Context: an optimization exercise on an open-source flow, tuned for small area and a short achievable clock period. The choices shown serve that exercise and are no tape-out recipe. At most, simulation tests tie the RTL to the original design; equivalence was not proved. Power is estimated from default activity; no workload was simulated.

==> lagoon: inputs <==
Design FIRLPF, start of the top module:
module FIRLPF(
       input                     Clock,
       input                     Rst_n,
       input      signed  [31:0] InputData1,
       output     signed  [31:0] OutputData
);
reg [5:0] Count;
always @(posedge Clock or negedge Rst_n)
  if (!Rst_n)             Count <= 6'd0;
  else if (Count < 6'd39) Count <= Count + 6'd1;
  else                    Count <= 6'd0;
reg [21:0] rom;
always @* begin
  case (Count)
    6'd0: rom = 22'b0000100010000000000000;
    6'd1: rom = 22'b0000100010000000000000;
    6'd2: rom = 22'b0000100010000000000000;
    6'd3: rom = 22'b0001000000000000000000;
    6'd4: rom = 22'b0000000000100000000000;
    6'd5: rom = 22'b0000010100000000000000;
    6'd6: rom = 22'b0000100000000000000001;
    6'd7: rom = 22'b0000000010000000000001;
    6'd8: rom = 22'b0001001000000000000000;
    6'd9: rom = 22'b0000010010000100000000;
    6'd10: rom = 22'b0001000000000010100001;
    6'd11: rom = 22'b0000011000000100101000;
    6'd12: rom = 22'b0010100001010000000001;
    6'd13: rom = 22'b0100000010000010000000;
    6'd14: rom = 22'b0100000000100100101000;
    6'd15: rom = 22'b1000010000000000011000;
    6'd16: rom = 22'b1000100001000000100100;
    6'd17: rom = 22'b0010001000000101001000;
    6'd18: rom = 22'b0100010000001001000010;
    6'd19: rom = 22'b0100010000100101000001;
    6'd20: rom = 22'b0100010000100101000001;
    6'd21: rom = 22'b0100010000001001000010;
    6'd22: rom = 22'b0010001000000101001000;
    6'd23: rom = 22'b1000100001000000100100;
    6'd24: rom = 22'b1000010000000000011000;
    6'd25: rom = 22'b0100000000100100101000;
    6'd26: rom = 22'b0100000010000010000000;
    6'd27: rom = 22'b0010100001010000000001;
    6'd28: rom = 22'b0000011000000100101000;
    6'd29: rom = 22'b0001000000000010100001;
    6'd30: rom = 22'b0000010010000100000000;
    6'd31: rom = 22'b0001001000000000000000;
    6'd32: rom = 22'b0000000010000000000001;
    6'd33: rom = 22'b0000100000000000000001;
    6'd34: rom = 22'b0000010100000000000000;
    6'd35: rom = 22'b0000000000100000000000;
    6'd36: rom = 22'b0001000000000000000000;
    6'd37: rom = 22'b0000100010000000000000;
    6'd38: rom = 22'b0000100010000000000000;
    6'd39: rom = 22'b0000100010000000000000;
    default: rom = 22'b0;
  endcase
end
  ...
Settings: LEC_CHECK=0, CAP_MARGIN=20, CELL_PAD_IN_SITES_DETAIL_PLACEMENT=1, CORE_MARGIN=2, CORE_UTILIZATION=30, CTS_CLUSTER_DIAMETER=60, CTS_CLUSTER_SIZE=30, PLACE_DENSITY=0.5, SLEW_MARGIN=20, SYNTH_HIERARCHICAL=1, SYNTH_MINIMUM_KEEP_SIZE=0; clock period 11.0 ns.
standard.sh (not shown) runs the stock make flow with config.mk's settings and CLKGATE_MAP_FILE= SYNTH_SCRIPT=/design/flow/synth_recipe.tcl, a recipe that flattens the netlist after the stock synthesis.
==> flow/flow/run.sh <==
#!/bin/bash
# The standard layout (standard.sh) with two changes to how it is made:
# - the port buffers that global placement inserts use buf_2 instead of the
#   flow's default pick, a slow delay buffer;
# - after placement resizing (repair_design), cells that drive many loads
#   get a stronger drive strength of the same cell (post_resize.tcl);
#   detailed placement then legalizes them as usual.
# Everything else, including synthesis, is the standard flow's. The tools'
# full output goes to standard.log in the work folder (and to the ORFS logs
# under orfs/logs).
set -euo pipefail
here=$(cd "$(dirname "$0")" && pwd)
export BUFFER_PORTS_ARGS="-buffer_cell sky130_fd_sc_hd__buf_2"
export POST_RESIZE_TCL="$here/post_resize.tcl"
bash standard.sh > standard.log 2>&1
==> flow/flow/post_resize.tcl <==
# Sourced by ORFS after repair_design in the placement resizing step.
# Cells whose output drives more than 6 pins get the _4 drive strength of the
# same cell, more than 3 pins the _2 one, where the library has it (same
# function; flip-flops stay the same type of flip-flop). Adder cells are
# left alone.
set n_up 0
foreach inst [get_cells *] {
  set master [get_property $inst ref_name]
  if {![regexp {^(sky130_fd_sc_hd__[a-z0-9]+)_([0-9]+)$} $master -> base drive]} { continue }
  if {[string match "*clkbuf*" $base] || [string match "*dly*" $base] || [string match "*tap*" $base]} { continue }
  # the adders' cells (half adders and prefix cells) are left as they are
  if {[regexp {__(ha|fa|a21o)$} $base]} { continue }
  set fo 0
  foreach pin [get_pins -of_objects $inst -filter "direction == output"] {
    set net [get_nets -of_objects $pin]
    if {$net eq ""} { continue }
    incr fo [llength [get_pins -of_objects $net -filter "direction == input"]]
  }
  if {$fo > 6} { set want 4 } elseif {$fo > 3} { set want 2 } else { continue }
  if {$drive >= $want} { continue }
  if {[llength [get_lib_cells -quiet ${base}_$want]] == 0} { continue }
  replace_cell $inst ${base}_$want
  incr n_up
}
puts "post_resize.tcl: upsized $n_up cells"
==> delta (differences from lagoon) <==
--- a/flow/design.v
+++ b/flow/design.v
@@ -799,19 +799,19 @@
   R1 <= R0; R2 <= R1; R3 <= R2; R4 <= R3;
   R5 <= R4; R6 <= R5; R7 <= R6; R8 <= R7;
 end
 reg upd;
 always @(posedge Clock or negedge Rst_n)
   if (!Rst_n) upd <= 1'b0;
   else        upd <= (Count == 6'd39);
-reg  [27:0] U;
-wire [27:0] Unext;
-wire [27:0] ua = U;
-wire [27:0] ub = {{3{R2[24]}}, R2};
-wire [27:0] uc = ~{{3{R7[24]}}, R7};
+reg  [29:0] U;
+wire [29:0] Unext;
+wire [29:0] ua = U;
+wire [29:0] ub = {{5{R2[24]}}, R2};
+wire [29:0] uc = ~{{5{R7[24]}}, R7};
 wire us0, uk0;
 FIRLPF_fa uu0 (.a(ua[0]), .b(ub[0]), .c(uc[0]), .s(us0), .co(uk0));
 wire us1, uk1;
 FIRLPF_fa uu1 (.a(ua[1]), .b(ub[1]), .c(uc[1]), .s(us1), .co(uk1));
 wire us2, uk2;
 FIRLPF_fa uu2 (.a(ua[2]), .b(ub[2]), .c(uc[2]), .s(us2), .co(uk2));
 wire us3, uk3;
@@ -860,14 +860,18 @@
 FIRLPF_fa uu24 (.a(ua[24]), .b(ub[24]), .c(uc[24]), .s(us24), .co(uk24));
 wire us25, uk25;
 FIRLPF_fa uu25 (.a(ua[25]), .b(ub[25]), .c(uc[25]), .s(us25), .co(uk25));
 wire us26, uk26;
 FIRLPF_fa uu26 (.a(ua[26]), .b(ub[26]), .c(uc[26]), .s(us26), .co(uk26));
 wire us27, uk27;
 FIRLPF_fa uu27 (.a(ua[27]), .b(ub[27]), .c(uc[27]), .s(us27), .co(uk27));
+wire us28, uk28;
+FIRLPF_fa uu28 (.a(ua[28]), .b(ub[28]), .c(uc[28]), .s(us28), .co(uk28));
+wire us29, uk29;
+FIRLPF_fa uu29 (.a(ua[29]), .b(ub[29]), .c(uc[29]), .s(us29), .co(uk29));
 wire uap0, uag0;
 FIRLPF_ha uuah0 (.a(us0), .b(1'b1), .s(uap0), .co(uag0));
 wire uap1, uag1;
 FIRLPF_ha uuah1 (.a(us1), .b(uk0), .s(uap1), .co(uag1));
 wire uap2, uag2;
 FIRLPF_ha uuah2 (.a(us2), .b(uk1), .s(uap2), .co(uag2));
 wire uap3, uag3;
@@ -916,14 +920,18 @@
 FIRLPF_ha uuah24 (.a(us24), .b(uk23), .s(uap24), .co(uag24));
 wire uap25, uag25;
 FIRLPF_ha uuah25 (.a(us25), .b(uk24), .s(uap25), .co(uag25));
 wire uap26, uag26;
 FIRLPF_ha uuah26 (.a(us26), .b(uk25), .s(uap26), .co(uag26));
 wire uap27, uag27;
 FIRLPF_ha uuah27 (.a(us27), .b(uk26), .s(uap27), .co(uag27));
+wire uap28, uag28;
+FIRLPF_ha uuah28 (.a(us28), .b(uk27), .s(uap28), .co(uag28));
+wire uap29, uag29;
+FIRLPF_ha uuah29 (.a(us29), .b(uk28), .s(uap29), .co(uag29));
 wire uaG0_1g, uaG0_1p;
 FIRLPF_gp uuaG0_1 (.gh(uag1), .ph(uap1), .gl(uag0), .pl(uap0), .g(uaG0_1g), .p(uaG0_1p));
 wire uaG0_3g, uaG0_3p;
 FIRLPF_gp uuaG0_3 (.gh(uag3), .ph(uap3), .gl(uag2), .pl(uap2), .g(uaG0_3g), .p(uaG0_3p));
 wire uaG0_5g, uaG0_5p;
 FIRLPF_gp uuaG0_5 (.gh(uag5), .ph(uap5), .gl(uag4), .pl(uap4), .g(uaG0_5g), .p(uaG0_5p));
 wire uaG0_7g, uaG0_7p;
@@ -944,14 +952,16 @@
 FIRLPF_gp uuaG0_21 (.gh(uag21), .ph(uap21), .gl(uag20), .pl(uap20), .g(uaG0_21g), .p(uaG0_21p));
 wire uaG0_23g, uaG0_23p;
 FIRLPF_gp uuaG0_23 (.gh(uag23), .ph(uap23), .gl(uag22), .pl(uap22), .g(uaG0_23g), .p(uaG0_23p));
 wire uaG0_25g, uaG0_25p;
 FIRLPF_gp uuaG0_25 (.gh(uag25), .ph(uap25), .gl(uag24), .pl(uap24), .g(uaG0_25g), .p(uaG0_25p));
 wire uaG0_27g, uaG0_27p;
 FIRLPF_gp uuaG0_27 (.gh(uag27), .ph(uap27), .gl(uag26), .pl(uap26), .g(uaG0_27g), .p(uaG0_27p));
+wire uaG0_29g, uaG0_29p;
+FIRLPF_gp uuaG0_29 (.gh(uag29), .ph(uap29), .gl(uag28), .pl(uap28), .g(uaG0_29g), .p(uaG0_29p));
 wire uaG1_2g, uaG1_2p;
 FIRLPF_gp uuaG1_2 (.gh(uag2), .ph(uap2), .gl(uaG0_1g), .pl(uaG0_1p), .g(uaG1_2g), .p(uaG1_2p));
 wire uaG1_3g, uaG1_3p;
 FIRLPF_gp uuaG1_3 (.gh(uaG0_3g), .ph(uaG0_3p), .gl(uaG0_1g), .pl(uaG0_1p), .g(uaG1_3g), .p(uaG1_3p));
 wire uaG1_6g, uaG1_6p;
 FIRLPF_gp uuaG1_6 (.gh(uag6), .ph(uap6), .gl(uaG0_5g), .pl(uaG0_5p), .g(uaG1_6g), .p(uaG1_6p));
 wire uaG1_7g, uaG1_7p;
@@ -996,14 +1006,18 @@
 FIRLPF_gp uuaG2_20 (.gh(uag20), .ph(uap20), .gl(uaG1_19g), .pl(uaG1_19p), .g(uaG2_20g), .p(uaG2_20p));
 wire uaG2_21g, uaG2_21p;
 FIRLPF_gp uuaG2_21 (.gh(uaG0_21g), .ph(uaG0_21p), .gl(uaG1_19g), .pl(uaG1_19p), .g(uaG2_21g), .p(uaG2_21p));
 wire uaG2_22g, uaG2_22p;
 FIRLPF_gp uuaG2_22 (.gh(uaG1_22g), .ph(uaG1_22p), .gl(uaG1_19g), .pl(uaG1_19p), .g(uaG2_22g), .p(uaG2_22p));
 wire uaG2_23g, uaG2_23p;
 FIRLPF_gp uuaG2_23 (.gh(uaG1_23g), .ph(uaG1_23p), .gl(uaG1_19g), .pl(uaG1_19p), .g(uaG2_23g), .p(uaG2_23p));
+wire uaG2_28g, uaG2_28p;
+FIRLPF_gp uuaG2_28 (.gh(uag28), .ph(uap28), .gl(uaG1_27g), .pl(uaG1_27p), .g(uaG2_28g), .p(uaG2_28p));
+wire uaG2_29g, uaG2_29p;
+FIRLPF_gp uuaG2_29 (.gh(uaG0_29g), .ph(uaG0_29p), .gl(uaG1_27g), .pl(uaG1_27p), .g(uaG2_29g), .p(uaG2_29p));
 wire uaG3_8g, uaG3_8p;
 FIRLPF_gp uuaG3_8 (.gh(uag8), .ph(uap8), .gl(uaG2_7g), .pl(uaG2_7p), .g(uaG3_8g), .p(uaG3_8p));
 wire uaG3_9g, uaG3_9p;
 FIRLPF_gp uuaG3_9 (.gh(uaG0_9g), .ph(uaG0_9p), .gl(uaG2_7g), .pl(uaG2_7p), .g(uaG3_9g), .p(uaG3_9p));
 wire uaG3_10g, uaG3_10p;
 FIRLPF_gp uuaG3_10 (.gh(uaG1_10g), .ph(uaG1_10p), .gl(uaG2_7g), .pl(uaG2_7p), .g(uaG3_10g), .p(uaG3_10p));
 wire uaG3_11g, uaG3_11p;
@@ -1020,14 +1034,18 @@
 FIRLPF_gp uuaG3_24 (.gh(uag24), .ph(uap24), .gl(uaG2_23g), .pl(uaG2_23p), .g(uaG3_24g), .p(uaG3_24p));
 wire uaG3_25g, uaG3_25p;
 FIRLPF_gp uuaG3_25 (.gh(uaG0_25g), .ph(uaG0_25p), .gl(uaG2_23g), .pl(uaG2_23p), .g(uaG3_25g), .p(uaG3_25p));
 wire uaG3_26g, uaG3_26p;
 FIRLPF_gp uuaG3_26 (.gh(uaG1_26g), .ph(uaG1_26p), .gl(uaG2_23g), .pl(uaG2_23p), .g(uaG3_26g), .p(uaG3_26p));
 wire uaG3_27g, uaG3_27p;
 FIRLPF_gp uuaG3_27 (.gh(uaG1_27g), .ph(uaG1_27p), .gl(uaG2_23g), .pl(uaG2_23p), .g(uaG3_27g), .p(uaG3_27p));
+wire uaG3_28g, uaG3_28p;
+FIRLPF_gp uuaG3_28 (.gh(uaG2_28g), .ph(uaG2_28p), .gl(uaG2_23g), .pl(uaG2_23p), .g(uaG3_28g), .p(uaG3_28p));
+wire uaG3_29g, uaG3_29p;
+FIRLPF_gp uuaG3_29 (.gh(uaG2_29g), .ph(uaG2_29p), .gl(uaG2_23g), .pl(uaG2_23p), .g(uaG3_29g), .p(uaG3_29p));
 wire uaG4_16g, uaG4_16p;
 FIRLPF_gp uuaG4_16 (.gh(uag16), .ph(uap16), .gl(uaG3_15g), .pl(uaG3_15p), .g(uaG4_16g), .p(uaG4_16p));
 wire uaG4_17g, uaG4_17p;
 FIRLPF_gp uuaG4_17 (.gh(uaG0_17g), .ph(uaG0_17p), .gl(uaG3_15g), .pl(uaG3_15p), .g(uaG4_17g), .p(uaG4_17p));
 wire uaG4_18g, uaG4_18p;
 FIRLPF_gp uuaG4_18 (.gh(uaG1_18g), .ph(uaG1_18p), .gl(uaG3_15g), .pl(uaG3_15p), .g(uaG4_18g), .p(uaG4_18p));
 wire uaG4_19g, uaG4_19p;
@@ -1044,14 +1062,18 @@
 FIRLPF_gp uuaG4_24 (.gh(uaG3_24g), .ph(uaG3_24p), .gl(uaG3_15g), .pl(uaG3_15p), .g(uaG4_24g), .p(uaG4_24p));
 wire uaG4_25g, uaG4_25p;
 FIRLPF_gp uuaG4_25 (.gh(uaG3_25g), .ph(uaG3_25p), .gl(uaG3_15g), .pl(uaG3_15p), .g(uaG4_25g), .p(uaG4_25p));
 wire uaG4_26g, uaG4_26p;
 FIRLPF_gp uuaG4_26 (.gh(uaG3_26g), .ph(uaG3_26p), .gl(uaG3_15g), .pl(uaG3_15p), .g(uaG4_26g), .p(uaG4_26p));
 wire uaG4_27g, uaG4_27p;
 FIRLPF_gp uuaG4_27 (.gh(uaG3_27g), .ph(uaG3_27p), .gl(uaG3_15g), .pl(uaG3_15p), .g(uaG4_27g), .p(uaG4_27p));
+wire uaG4_28g, uaG4_28p;
+FIRLPF_gp uuaG4_28 (.gh(uaG3_28g), .ph(uaG3_28p), .gl(uaG3_15g), .pl(uaG3_15p), .g(uaG4_28g), .p(uaG4_28p));
+wire uaG4_29g, uaG4_29p;
+FIRLPF_gp uuaG4_29 (.gh(uaG3_29g), .ph(uaG3_29p), .gl(uaG3_15g), .pl(uaG3_15p), .g(uaG4_29g), .p(uaG4_29p));
 wire uas1 = uap1 ^ uag0;
 wire uas2 = uap2 ^ uaG0_1g;
 wire uas3 = uap3 ^ uaG1_2g;
 wire uas4 = uap4 ^ uaG1_3g;
 wire uas5 = uap5 ^ uaG2_4g;
 wire uas6 = uap6 ^ uaG2_5g;
 wire uas7 = uap7 ^ uaG2_6g;
@@ -1071,19 +1093,21 @@
 wire uas21 = uap21 ^ uaG4_20g;
 wire uas22 = uap22 ^ uaG4_21g;
 wire uas23 = uap23 ^ uaG4_22g;
 wire uas24 = uap24 ^ uaG4_23g;
 wire uas25 = uap25 ^ uaG4_24g;
 wire uas26 = uap26 ^ uaG4_25g;
 wire uas27 = uap27 ^ uaG4_26g;
-assign Unext = {uas27, uas26, uas25, uas24, uas23, uas22, uas21, uas20, uas19, uas18, uas17, uas16, uas15, uas14, uas13, uas12, uas11, uas10, uas9, uas8, uas7, uas6, uas5, uas4, uas3, uas2, uas1, uap0};
+wire uas28 = uap28 ^ uaG4_27g;
+wire uas29 = uap29 ^ uaG4_28g;
+assign Unext = {uas29, uas28, uas27, uas26, uas25, uas24, uas23, uas22, uas21, uas20, uas19, uas18, uas17, uas16, uas15, uas14, uas13, uas12, uas11, uas10, uas9, uas8, uas7, uas6, uas5, uas4, uas3, uas2, uas1, uap0};
 always @(posedge Clock or negedge Rst_n)
-  if (!Rst_n)   U <= 28'd0;
+  if (!Rst_n)   U <= 30'd0;
   else if (upd) U <= Unext;
-assign OutputData = {U[27], U[27], U[27], U[27], U[27], U[27], U[27], U[27], U[26:3]};
+assign OutputData = {U[29], U[29], U[28], U[28], U[28], U[27], U[27], U[27], U[26:3]};
 endmodule
 module FIRLPF_fa(input a, input b, input c, output s, output co);
 assign s  = a ^ b ^ c;
 assign co = (a & b) | (a & c) | (b & c);
 endmodule
 module FIRLPF_ha(input a, input b, output s, output co);
 assign s  = a ^ b;
==> flow/flow/run.sh (replaced) <==
#!/bin/bash
# The standard layout (standard.sh) with two changes to how it is made:
# - the port buffers that global placement inserts use buf_2 instead of the
#   flow's default pick, a slow delay buffer;
# - after placement resizing (repair_design), cells that drive many loads
#   and flip-flops that feed output ports get a stronger drive strength of
#   the same cell (post_resize.tcl);
#   detailed placement then legalizes them as usual.
# Everything else, including synthesis, is the standard flow's. The tools'
# full output goes to standard.log in the work folder (and to the ORFS logs
# under orfs/logs).
set -euo pipefail
here=$(cd "$(dirname "$0")" && pwd)
export BUFFER_PORTS_ARGS="-buffer_cell sky130_fd_sc_hd__buf_2"
export POST_RESIZE_TCL="$here/post_resize.tcl"
bash standard.sh > standard.log 2>&1
==> flow/flow/post_resize.tcl (replaced) <==
# Sourced by ORFS after repair_design in the placement resizing step.
# Cells whose output drives more than 6 pins, and flip-flops that drive an
# output port's buffer, get the _4 drive strength of the same cell; cells
# driving more than 3 pins the _2 one, where the library has it (same
# function; flip-flops stay the same type of flip-flop).
set n_up 0
foreach inst [get_cells *] {
  set master [get_property $inst ref_name]
  if {![regexp {^(sky130_fd_sc_hd__[a-z0-9]+)_([0-9]+)$} $master -> base drive]} { continue }
  if {[string match "*clkbuf*" $base] || [string match "*dly*" $base] || [string match "*tap*" $base]} { continue }
  set fo 0
  foreach pin [get_pins -of_objects $inst -filter "direction == output"] {
    set net [get_nets -of_objects $pin]
    if {$net eq ""} { continue }
    incr fo [llength [get_pins -of_objects $net -filter "direction == input"]]
  }
  # flip-flops that feed an output port's buffer get the strongest drive
  set to_port 0
  if {[regexp {^sky130_fd_sc_hd__df} $base]} {
    foreach pin [get_pins -of_objects $inst -filter "direction == output"] {
      set net [get_nets -of_objects $pin]
      if {$net eq ""} { continue }
      foreach ld [get_pins -of_objects $net -filter "direction == input"] {
        if {[string match "output*" [get_name [get_cells -of_objects $ld]]]} { set to_port 1 }
      }
    }
  }
  if {$fo > 6 || $to_port} { set want 4 } elseif {$fo > 3} { set want 2 } else { continue }
  if {$drive >= $want} { continue }
  if {[llength [get_lib_cells -quiet ${base}_$want]] == 0} { continue }
  replace_cell $inst ${base}_$want
  incr n_up
}
puts "post_resize.tcl: upsized $n_up cells"
CORE_UTILIZATION = 45   (was 30)
CTS_CLUSTER_DIAMETER = unset   (was 60)
CTS_CLUSTER_SIZE = unset   (was 30)
PLACE_DENSITY = 0.65   (was 0.5)
==> run summary <==
|  | lagoon | delta |
|---|---|---|
| Status | finished clean | finished clean |
| Worst setup slack after placement | 7.74 ns | 7.71 ns |
| Power drawn by the clock network | 1340 µW | 1500 µW |
| FF-to-FF setup slack | 7.75 ns | 7.69 ns |
| Count of nets after finishing | 2272 | 2298 |
| Number of standard cells after synthesis | 1995 | 2016 |
| Final total power | 5800 µW | 6310 µW |
| Initial Util | 30.4% | 45.7% |
| Power Dens Cells | 237 nW/µm² | 254 nW/µm² |
| Fraction of area in multi-input gates | 52.8% | 53.7% |
| Area share of buffers outside the clock network | 1.97% | 1.76% |
| Tapcell count | 959 | 664 |
| Site row count | 99 | 81 |
| Area Overhead vs Synth | 10.0% | 10.5% |
| Met2 global-route usage | 24.2% | 39.6% |
| Power Sequential | 1810 µW | 1830 µW |
| Die height | 277 µm | 227 µm |
| Total placed cells including tap cells | 2846 | 2566 |
| Number of buffers created by CTS | 35 | 42 |
| GP Congestion | 0.780 | 0.839 |
| Relative slew margins | 25.2% | 50.6% |
| Crit path largest cell delay | 0.52 ns | 0.51 ns |
Only the layout flow was run in delta; the RTL was not checked for function there.

==> separate check: timing with driven ports <==
The results above use ideal ports. As a check the final layouts listed here were re-extracted and re-timed, cells and wires unchanged. Step 1, drivers: a clkbuf_16 drives Clock and a buf_2 each remaining input, both assumed. Step 2 adds t to the input delays and takes it off the output delays; t is the mean of the earliest and latest rising clock arrival at the registers after step 1. Input paths then give back, and output paths get back, about the clock's delay inside the block. a / b / c = ideal / step 1 / step 2; a / b = the first two.
run | shift t [ns] | setup WS [ns] | worst hold slack (ns) | slew at the worst register clock pin (ns)
lagoon | 0.623 | 7.550 / 7.489 / 7.746 | 0.307 / 0.307 / 0.307 | 0.10 / 0.10
delta | 0.630 | 7.565 / 7.507 / 7.693 | 0.313 / 0.313 / 0.313 | 0.07 / 0.07
After both steps setup and hold are still met in every run listed.
